Context: an optimization exercise on an open-source flow, tuned for small area and a short achievable clock period. The choices shown serve that exercise and are no tape-out recipe. Function was checked by simulation only, so behaviour that the tests miss may differ from the original. No activity file was given, so power comes from the tool's default toggle rates.

## run.sh

```bash
#!/bin/bash
# synth_recipe.tcl (not shown) runs the flow's synth.tcl, then flattens the netlist and writes it again
# the make line also repeats each setting of config.mk as NAME=value (left out here)
make -C /OpenROAD-flow-scripts/flow DESIGN_CONFIG=/design/flow/config.mk WORK_HOME=/design/flow/orfs CLKGATE_MAP_FILE= SYNTH_SCRIPT=/design/flow/synth_recipe.tcl finish
```

## config.mk

```make
export PLATFORM = sky130hd
export DESIGN_NAME = vector_mac_top_param
export DESIGN_NICKNAME = vector_mac_top_param
export VERILOG_FILES = /design/flow/design.v
export SDC_FILE = /design/flow/constraint.sdc
export NUM_CORES = 4
export LEC_CHECK = 0
export CAP_MARGIN = 20
export CORE_MARGIN = 2
export CORE_UTILIZATION = 40
export SLEW_MARGIN = 20
```

## constraint.sdc

```tcl
create_clock -name core_clock -period 4.5 [get_ports {clk}]
set_input_delay 0.9000 -clock core_clock [delete_from_list [all_inputs] [get_ports {clk}]]
set_output_delay 0.9000 -clock core_clock [all_outputs]
set_load 0.01 [all_outputs]
```

## design.v

```verilog
`timescale 1ns/1ps
module ha(input wire a, b, output wire s, c);
    assign s = a ^ b;
    assign c = a & b;
endmodule
module fa(input wire a, b, cin, output wire s, cout);
    assign s    = a ^ b ^ cin;
    assign cout = (a & b) | (a & cin) | (b & cin);
endmodule
(* use_dsp = "no" *)
module wallace_mult8 (
    input  wire        clk,
    input  wire        rst_n,
    input  wire        in_valid,
    input  wire [7:0]  a,
    input  wire [7:0]  b,
    output wire        out_valid,
    output wire [15:0] product
);
    localparam W = 17;              
    wire [W-1:0] pp [7:0];
    genvar gi, gj;
    generate
        for (gi = 0; gi < 8; gi = gi + 1) begin : ROW
            for (gj = 0; gj < W; gj = gj + 1) begin : COL
                if (gj >= gi && gj < gi + 8) begin
                    assign pp[gi][gj] = a[gi] & b[gj - gi];
                end else begin
                    assign pp[gi][gj] = 1'b0;
                end
            end
        end
    endgenerate
    wire [W-1:0] l1s0,l1s1,l1s2,l1c0,l1c1,l1c2;
    generate
        for (gj = 0; gj < 16; gj = gj + 1) begin : L1
            fa fa0 (pp[0][gj], pp[1][gj], pp[2][gj],
                     l1s0[gj], l1c0[gj+1]);
            ha ha0 (pp[3][gj], pp[4][gj],
                     l1s1[gj], l1c1[gj+1]);
            fa fa1 (pp[5][gj], pp[6][gj], pp[7][gj],
                     l1s2[gj], l1c2[gj+1]);
        end
    endgenerate
    assign {l1c0[0],l1c1[0],l1c2[0]} = 3'b000;
    assign {l1s0[16],l1s1[16],l1s2[16]} = 3'b000;
    reg [W-1:0] r1s0,r1s1,r1s2,r1c0,r1c1,r1c2;
    reg         v1;
    always @(posedge clk or negedge rst_n) begin
        if (!rst_n) begin
            v1 <= 1'b0;
        end else if (in_valid) begin
            v1   <= 1'b1;
            r1s0 <= l1s0;  r1c0 <= l1c0;
            r1s1 <= l1s1;  r1c1 <= l1c1;
            r1s2 <= l1s2;  r1c2 <= l1c2;
        end else begin
            v1 <= 1'b0;
        end
    end
    wire [W-1:0] l2s0,l2s1,l2c0,l2c1;
    generate
        for (gj = 0; gj < W-1; gj = gj + 1) begin : L2
            fa fa2 (r1s0[gj], r1s1[gj], r1s2[gj],
                     l2s0[gj], l2c0[gj+1]);
            fa fa3 (r1c0[gj], r1c1[gj], r1c2[gj],
                     l2s1[gj], l2c1[gj+1]);
        end
    endgenerate
    assign l2s0[W-1] = r1s0[W-1] ^ r1s1[W-1] ^ r1s2[W-1];
    assign l2s1[W-1] = r1c0[W-1] ^ r1c1[W-1] ^ r1c2[W-1];
    assign {l2c0[0],l2c1[0]} = 2'b00;
    reg [W-1:0] r2s0,r2s1,r2c0,r2c1;
    reg         v2;
    always @(posedge clk or negedge rst_n) begin
        if (!rst_n) begin
            v2 <= 1'b0;
        end else if (v1) begin
            v2   <= 1'b1;
            r2s0 <= l2s0;  r2c0 <= l2c0;
            r2s1 <= l2s1;  r2c1 <= l2c1;
        end else begin
            v2 <= 1'b0;
        end
    end
    wire [W-1:0] s3, c3;
    generate
        for (gj = 0; gj < W-1; gj = gj + 1) begin : L3
            fa fa4 (r2s0[gj], r2s1[gj], r2c0[gj],
                     s3[gj], c3[gj+1]);
        end
    endgenerate
    assign s3[W-1] = r2s0[W-1] ^ r2s1[W-1] ^ r2c0[W-1];
    assign c3      [0] = 1'b0;
    wire [17:0] final18 = {1'b0, s3}
                       +  c3 
                       +  r2c1;  
    reg [15:0] product_r;
    reg        v3;
    always @(posedge clk or negedge rst_n) begin
        if (!rst_n) begin
            v3 <= 1'b0;
        end else if (v2) begin
            v3       <= 1'b1;
            product_r<= final18[15:0];
        end else begin
            v3 <= 1'b0;
        end
    end
    assign product   = product_r;
    assign out_valid = v3;    
endmodule
`timescale 1ns/1ps
module adder_tree_var #(
    parameter integer LANES  = 4,                                
    parameter integer INW    = 16,
    parameter integer STAGES = (LANES < 4) ? 2 : $clog2(LANES),  
    parameter integer OUTW   = INW + STAGES + 1                  
)(
    input  wire                       clk,
    input  wire                       rst_n,
    input  wire                       in_valid,
    input  wire [LANES*INW-1:0]       prod_flat,  
    output wire                       out_valid,
    output wire [OUTW-1:0]            sum
);
wire [OUTW-1:0] s0 [0:LANES-1];
genvar gi;
generate
    for (gi = 0; gi < LANES; gi = gi + 1)
        assign s0[gi] = {{(OUTW-INW){1'b0}}, prod_flat[INW*gi +: INW]};
endgenerate
reg [STAGES-1:0] v_pipe;
always @(posedge clk or negedge rst_n)
    if (!rst_n)           v_pipe <= {STAGES{1'b0}};
    else                  v_pipe <= {v_pipe[STAGES-2:0], in_valid};
localparam L1 = (LANES>1) ? LANES/2 : 1;
wire [OUTW-1:0] w1 [0:L1-1];           
reg  [OUTW-1:0] r1 [0:L1-1];           
generate
    if (LANES > 1) begin
        for (gi = 0; gi < L1; gi = gi + 1)
            assign w1[gi] = s0[2*gi] + s0[2*gi+1];
    end
    else begin
        assign w1[0] = s0[0];
    end
endgenerate
integer i;
always @(posedge clk or negedge rst_n)
    if (!rst_n)
        for (i = 0; i < L1; i = i + 1) r1[i] <= {OUTW{1'b0}};
    else
        for (i = 0; i < L1; i = i + 1) r1[i] <= w1[i];
generate
if (STAGES > 1) begin : GEN_LVL2
    localparam L2 = (LANES>2) ? LANES/4 : 1;
    wire [OUTW-1:0] w2 [0:L2-1];
    reg  [OUTW-1:0] r2 [0:L2-1];
    if (LANES > 2) begin
        for (gi = 0; gi < L2; gi = gi + 1)
            assign w2[gi] = r1[2*gi] + r1[2*gi+1];
    end
    else begin
        assign w2[0] = r1[0];
    end
    always @(posedge clk or negedge rst_n)
        if (!rst_n)
            for (i = 0; i < L2; i = i + 1) r2[i] <= {OUTW{1'b0}};
        else
            for (i = 0; i < L2; i = i + 1) r2[i] <= w2[i];
end
endgenerate
generate
if (STAGES > 2) begin : GEN_LVL3
    localparam L3 = LANES/8;          
    wire [OUTW-1:0] w3 [0:L3-1];
    reg  [OUTW-1:0] r3 [0:L3-1];
    for (gi = 0; gi < L3; gi = gi + 1)
        assign w3[gi] = GEN_LVL2.r2[2*gi] + GEN_LVL2.r2[2*gi+1];
    always @(posedge clk or negedge rst_n)
        if (!rst_n)
            for (i = 0; i < L3; i = i + 1) r3[i] <= {OUTW{1'b0}};
        else
            for (i = 0; i < L3; i = i + 1) r3[i] <= w3[i];
end
endgenerate
generate
if (STAGES > 3) begin : GEN_LVL4
    wire [OUTW-1:0] w4 = GEN_LVL3.r3[0] + GEN_LVL3.r3[1];
    reg  [OUTW-1:0] r4;
    always @(posedge clk or negedge rst_n)
        if (!rst_n)       r4 <= {OUTW{1'b0}};
        else              r4 <= w4;
    assign sum = r4;
end
else if (STAGES == 3) begin
    assign sum = GEN_LVL3.r3[0];
end
else if (STAGES == 2) begin
    assign sum = GEN_LVL2.r2[0];
end
else begin
    assign sum = {2'b00, r1[0][INW-1:0]};  
end
endgenerate
assign out_valid = v_pipe[STAGES-1];
endmodule
`timescale 1ns/1ps
(* use_dsp = "no" *)
module mul16x8x8_wallace
(
    input  wire         clk,
    input  wire         rst_n,
    input  wire         in_valid,
    input  wire [127:0] in_a,
    input  wire [127:0] in_b,
    output reg          out_valid,
    output reg  [19:0]  out_sum
);
    genvar  g;
    integer i;
    wire [7:0] a [0:15];
    wire [7:0] b [0:15];
    generate
        for (g = 0; g < 16; g = g + 1) begin : G_SLICE
            assign a[g] = in_a[g*8 +: 8];
            assign b[g] = in_b[g*8 +: 8];
        end
    endgenerate
    wire [15:0] p [0:15];
    wire        v_lane [0:15];
    generate
        for (g = 0; g < 16; g = g + 1) begin : G_MUL
            wallace_mult8 u_mul (
                .clk      (clk),
                .rst_n    (rst_n),
                .in_valid (in_valid),
                .a        (a[g]),
                .b        (b[g]),
                .out_valid(v_lane[g]),
                .product  (p[g])
            );
        end
    endgenerate
    reg [15:0] p_r [0:15];
    reg        v_r;                
    always @(posedge clk or negedge rst_n) begin
        if (!rst_n) begin
            for (i = 0; i < 16; i = i + 1) p_r[i] <= 16'd0;
            v_r <= 1'b0;
        end
        else begin
            for (i = 0; i < 16; i = i + 1) p_r[i] <= p[i];
            v_r <= v_lane[0];       
        end
    end
    wire [255:0] prod_bus;
    generate
        for (g = 0; g < 16; g = g + 1)
            assign prod_bus[g*16 +: 16] = p_r[g];
    endgenerate
    wire        tree_valid;
    wire [19:0] tree_sum;
    adder_tree_var #(
        .LANES (16),
        .INW   (16),
        .OUTW  (20)
    ) u_tree (
        .clk       (clk),
        .rst_n     (rst_n),
        .in_valid  (v_r),
        .prod_flat (prod_bus),
        .out_valid (tree_valid),
        .sum       (tree_sum)
    );
    always @(posedge clk or negedge rst_n) begin
        if (!rst_n) begin
            out_valid <= 1'b0;
            out_sum   <= 20'd0;
        end
        else begin
            out_valid <= tree_valid;
            out_sum   <= tree_sum;
        end
    end
endmodule
`timescale 1ns/1ps
module accumulator_var #(
    parameter integer ELEMS  = 1000,
    parameter integer W_IN   = 20,
    parameter integer W_ACC  = 32
)(
    input  wire                 clk,
    input  wire                 rst_n,
    input  wire                 in_valid,      
    input  wire [W_IN-1:0]      partial_sum,   
    input  wire [4:0]           lanes_i,
    output reg  [W_ACC-1:0]     final_sum,     
    output reg                  result_valid   
);
    function [15:0] beats_max;    
        input [4:0] lc;
        begin
            case (lc)
                5'd1  : beats_max = ELEMS - 1;                                 
                5'd2  : beats_max = ((ELEMS + 1 ) >> 1)  - 1;                  
                5'd4  : beats_max = ((ELEMS + 3 ) >> 2)  - 1;                  
                5'd8  : beats_max = ((ELEMS + 7 ) >> 3)  - 1;                  
                5'd16 : beats_max = ((ELEMS + 15) >> 4)  - 1;                  
                default: beats_max = ((ELEMS + 3 ) >> 2)  - 1;                 
            endcase
        end
    endfunction
    localparam integer CNT_W = $clog2(ELEMS);
    reg  [CNT_W-1:0] cnt;
    wire last_beat = (cnt == beats_max(lanes_i));
    reg [W_ACC-1:0] acc_reg;
    always @(posedge clk or negedge rst_n) begin
        if (!rst_n) begin
            acc_reg      <= {W_ACC{1'b0}};
            cnt          <= {CNT_W{1'b0}};
            final_sum    <= {W_ACC{1'b0}};
            result_valid <= 1'b0;
        end
        else if (in_valid) begin
            acc_reg   <= last_beat ? {W_ACC{1'b0}}
                                   : acc_reg + partial_sum;
            cnt       <= last_beat ? {CNT_W{1'b0}}
                                   : cnt + 1'b1;
            final_sum    <= acc_reg + partial_sum;
            result_valid <= last_beat;       
        end
        else begin
            result_valid <= 1'b0;            
        end
    end
endmodule
`timescale 1ns/1ps
module vector_mac_top_param #(
    parameter integer ELEMS        = 1000,    
    parameter integer ACTIVE_LANES = 16       
)(
    input  wire           clk,
    input  wire           rst_n,
    input  wire           vec_valid,
    input  wire [127:0]   vec_a,
    input  wire [127:0]   vec_b,
    output wire           result_valid,
    output wire [31:0]    result_sum
);
    wire        core_vld;
    wire [19:0] core_sum;
    mul16x8x8_wallace u_core (
        .clk      (clk),
        .rst_n    (rst_n),
        .in_valid (vec_valid),
        .in_a     (vec_a),
        .in_b     (vec_b),
        .out_valid(core_vld),
        .out_sum  (core_sum)
    );
    accumulator_var #(.ELEMS(ELEMS)) u_acc (
        .clk         (clk),
        .rst_n       (rst_n),
        .in_valid    (core_vld),
        .partial_sum (core_sum),
        .lanes_i     (ACTIVE_LANES[4:0]),
        .final_sum   (result_sum),
        .result_valid(result_valid)
    );
endmodule
```

==> summary.md <==
| Metric | Value |
|---|---|
| Status | no timing/DRC/antenna violations |
| Max Fanout on Critical Path | 2 |
| Clock skew | 0.04825 ns |
| Most common cell after layout, fill and taps aside | edfxtp_1 |
| Chip Width | about 540 um |
| Worst Max-Slew Pin Slew | roughly 1.1 ns |
| Total DRC errors in the routed layout | 0 |
| TritonCTS Buffers | ~270 |
| Setup Crit Path Kind | register to register |
| Number of detailed-routing iterations run before antenna repair | 5 |
| Worst endpoint data arrival time | 4.13 ns |
| Total core area | approximately 280000 um^2 |
| GRT overflow | 0 |
| Worst Setup End Kind | register |
| Clock insertion delay at the later pin of the skew report | a little under 0.9 ns |
| Final #Nets | ~10000 |
| Most area-consuming cells after synthesis | edfxtp_1, dfrtp_1, fa_1, ha_1, inv_1 |
| Clock tree sinks | around 2400 |
| Final setup vio count | 0 |
| Share of power burned in combinational logic | 23.4% |
| Peak Freq | about 280 MHz |
| Tcrit/Tclk final | between 70% and 80% |
| Final total power | between 0.06 and 0.07 W |
| Post_cts resized | 0 |
| Total length of routed wires | about 220 mm |
| Overall routing resource usage | 15.54% |
| Required time worst endpoint | ~5 ns |
| Count of cell types in the netlist | 77 |
| Reg power frac | a little over two fifths |
| Switching share of total power | 28.87% |
| Cell area after layout | 132100 um^2 |
| Maximum ir drop on the vdd rail | about 350 uV |
| Cell chosen for the clock root | clkbuf_16 |
| Starting density of the core | 40.21% |
| Most used flip-flop cell after synthesis | edfxtp_1 |
| Instance area after placement | 122900 um^2 |
| Number of cells on the worst reg-to-reg path | 14 |
| Height of the chip | around 540 um |
| Commonest cells after routing, fill and taps aside | edfxtp_1, inv_1, ha_1, nand2_1, dfrtp_1 |
| Post-Syn Area | around 110000 um^2 |
| Min Tclk post-route | 3.535 ns |
| Total of max-cap violations | 0 |
| Pwr per Cell Area | approximately 510 nW/um^2 |
| TritonCTS clock tree | done |
| Setup repair bufs after CTS | 0 |
| Area Overhead vs Synth | 15.26% |
| Sequential element share of the synthesized area | approximately three fifths |
| Hold bufs inserted after CTS | 1 |
| Count of synthesis-stage warnings from yosys | 9 |
| Number of rows in the core area | 196 |
| Post-synthesis sequential element count | ~2400 |
| Post-Syn Instances | between 8000 and 9000 |
| Fin. max-slew vios | 0 |
| Number of ports placed on the die boundary | slightly below 300 |
| Largest registers | u_core.G_MUL.u_mul.product_r: 256 flops, u_core.p_r: 256 flops, u_core.G_MUL.u_mul.r2s0: 240 flops |
| Async SR Flop Fraction | 25.89% |
| Area leader, netlist | edfxtp_1 |
| Share of total power in the clock network | about 34% |
| Mean instance size in the synthesized netlist | 14.18 um^2 |
| Number of vias after detailed routing | 60700 |
| Vias per std cell | between 4 and 5 |
| Initial antenna violation count | 11 |
| Mapped Nets | between 9000 and 10000 |
| Number of synthesized flops with an enable pin | between 1500 and 2000 |
| Weighted congestion reported at the end of routability-driven placement | between 0.8 and 0.9 |
| Clk slew on worst S/H paths | about 0.060 ns |
| Power dissipated by switching net loads | slightly below 0.02 W |
| Detail-routed net length per standard cell | approximately 18 um |
| Deepest clock path buffer count | 4 |
| DPL Wire Length | approximately 160 mm |
| Vias in the first global route | between 60000 and 70000 |
| Floorplan die area | 290800 um^2 |
| Drt initial violations | ~3600 |
| First-pass GRT wire length | approximately 360 mm |
| Internal power consumption | roughly 0.047 W |
| Area fraction of the dominant cell type after synthesis | between 40 and 50% |
| Final Hold Viols | 0 |
| Worst hold path cell count | 0 |
| RSZ-0062 raised after global routing | no |
| Share of final-layout standard cells stronger than drive strength 1 | between 6 and 7% |
| Static leakage | between 50 and 60 nW |
| Startpoint type of the worst setup path | register |
| Relative slew slack | 29.44% |
| DRT antenna net count | 0 |
| Number of port buffers | roughly 290 |
| H-tree Lvls | 5 |
| Min-delay worst type | register to register |
| Largest net degree at the start of global routing | 180 |
final timing paths:
| check | startpoint | end | slack, ns |
|---|---|---|---|
| hold / removal | u_core.u_tree.GEN_LVL4.r4[16]$_DFF_PN0_ | u_core.out_sum[16]$_DFF_PN0_ | 0.34 |
| setup / recovery | u_core.G_MUL[3].u_mul.r2c0[4]$_DFFE_PP_ | u_core.G_MUL[3].u_mul.product_r[14]$_DFFE_PP_ | 0.97 |
| hold reg to reg | u_core.u_tree.GEN_LVL4.r4[16]$_DFF_PN0_ | u_core.out_sum[16]$_DFF_PN0_ | 0.34 |
| max in group asynchronous | rst_n | u_core.p_r[7][8]$_DFF_PN0_ | 1.98 |
| min in group asynchronous | rst_n | u_core.v_r$_DFF_PN0_ | 0.60 |
| setup reg to reg | u_core.G_MUL[3].u_mul.r2c0[4]$_DFFE_PP_ | u_core.G_MUL[3].u_mul.product_r[14]$_DFFE_PP_ | 0.97 |
Yosys cell counts, drive strengths merged (27+ instances only):
cell and number:
edfxtp 1792, inv 1161, ha 865, nand2 767, dfrtp 626, fa 624, and2 462, a21oi 324
xnor2 292, nor2 180, o21ai 150, a21o 101, xor2 89, nor2b 76, nand3 73, nor3 70
o21a 39, o211ai 35, o21bai 30, or3 27
worst max-delay path, cell delays in order (launching register included):
cell and delay [ns]:
edfxtp_1 0.34, inv_1 0.06, fa_1 0.53, inv_1 0.04
ha_1 0.27, ha_1 0.23, fa_1 0.40, a21o_1 0.17
a21oi_1 0.24, o21bai_1 0.09, a21oi_1 0.26, o21ai_0 0.19
a21o_1 0.20, a21oi_1 0.17, xnor2_1 0.09
power groups by stage:
stage               clock [W]  combinational [W]  sequential (W)
finish                 0.0224             0.0156          0.0287
global route           0.0240             0.0177          0.0290
CTS                    0.0231             0.0158          0.0288
detailed placement          0             0.0157          0.0292
global placement            0             0.0153          0.0292
floorplan                   0             0.0113          0.0286
final cells by class:
type | instances | area (um^2)
Clock buffer | 352 | 7380
Inverter | 1161 | 4358
Timing Repair Buffer | 366 | 3729
Tap cell | 3762 | 4707
Antenna cell | 3 | 7.507
Multi-Input combinational cell | 4481 | 40690
Fill cell | 24900 | 152900
Clock inverter | 142 | 1732
Sequential cell | 2418 | 69480
per-layer routing:
metal / vias up / global-route usage, % / routed length [um]
li1: 28750 / - / -
met2: 1159 / 25.32 / 105700
met4: 0 / 3.841 / 4958
met5: - / 0 / 0
met1: 30450 / 21.77 / 103600
met3: 337 / 2.432 / 9994
logic make-up (layout without fill, tap and decap cells):
group	after synthesis	after routing	synth area share, %
buffers and inverters	1179	2021	3.867
adder cells (fa/ha/maj)	1489	1489	20.35
multiplexers	22	22	0.2107
flip-flops	2418	2418	60.63
other	0	3	0
AO/OA/AOI/OAI	848	848	4.716
AND/OR/NAND/NOR	1741	1741	7.314
XOR/XNOR	381	381	2.912
metrics by stage:
stage	setup slack (ns)	utilization, %	hold slack, ns	std cells	setup TNS, ns
final	0.9655	46.35	0.3404	12690	0
after global routing	0.7040	46.35	0.3397	12680	0
after CTS	0.9711	46.34	0.3365	12680	0
after detailed placement	0.9788	43.14	0.3344	12190	0
after global placement	1.069	43.14	0.3308	12190	0
after floorplan	-2.588	-	0.3306	8078	-3344.67

-- static timing again, ports no longer ideal --
The results above use ideal ports. As a check the final layout listed here was re-extracted and re-timed, cells and wires unchanged.
Step 1 (the two cells are an assumption about what drives the block):
set clk [get_ports {clk}]
set_driving_cell -lib_cell sky130_fd_sc_hd__clkbuf_16 $clk
set_driving_cell -lib_cell sky130_fd_sc_hd__buf_2 [delete_from_list [all_inputs] $clk]
Step 2 adds t to the input delays and takes it off the output delays; t is the mean of the earliest and latest rising clock arrival at the registers after step 1. Input paths then give back, and output paths get back, about the clock's delay inside the block.
Slacks: ideal / step 1 / step 2; pairs: ideal / step 1.
t (ns): 0.942
slack for setup (ns): 0.965 / 0.965 / 0.830
worst register clock-pin slew, ns: 0.06 / 0.06
worst data-port slew with drivers (ns): 0.09
After both steps setup and hold are still met in this run. For this run, drivers alone change the setup slack by 0.000 ns; drivers and shift together by -0.135 ns.
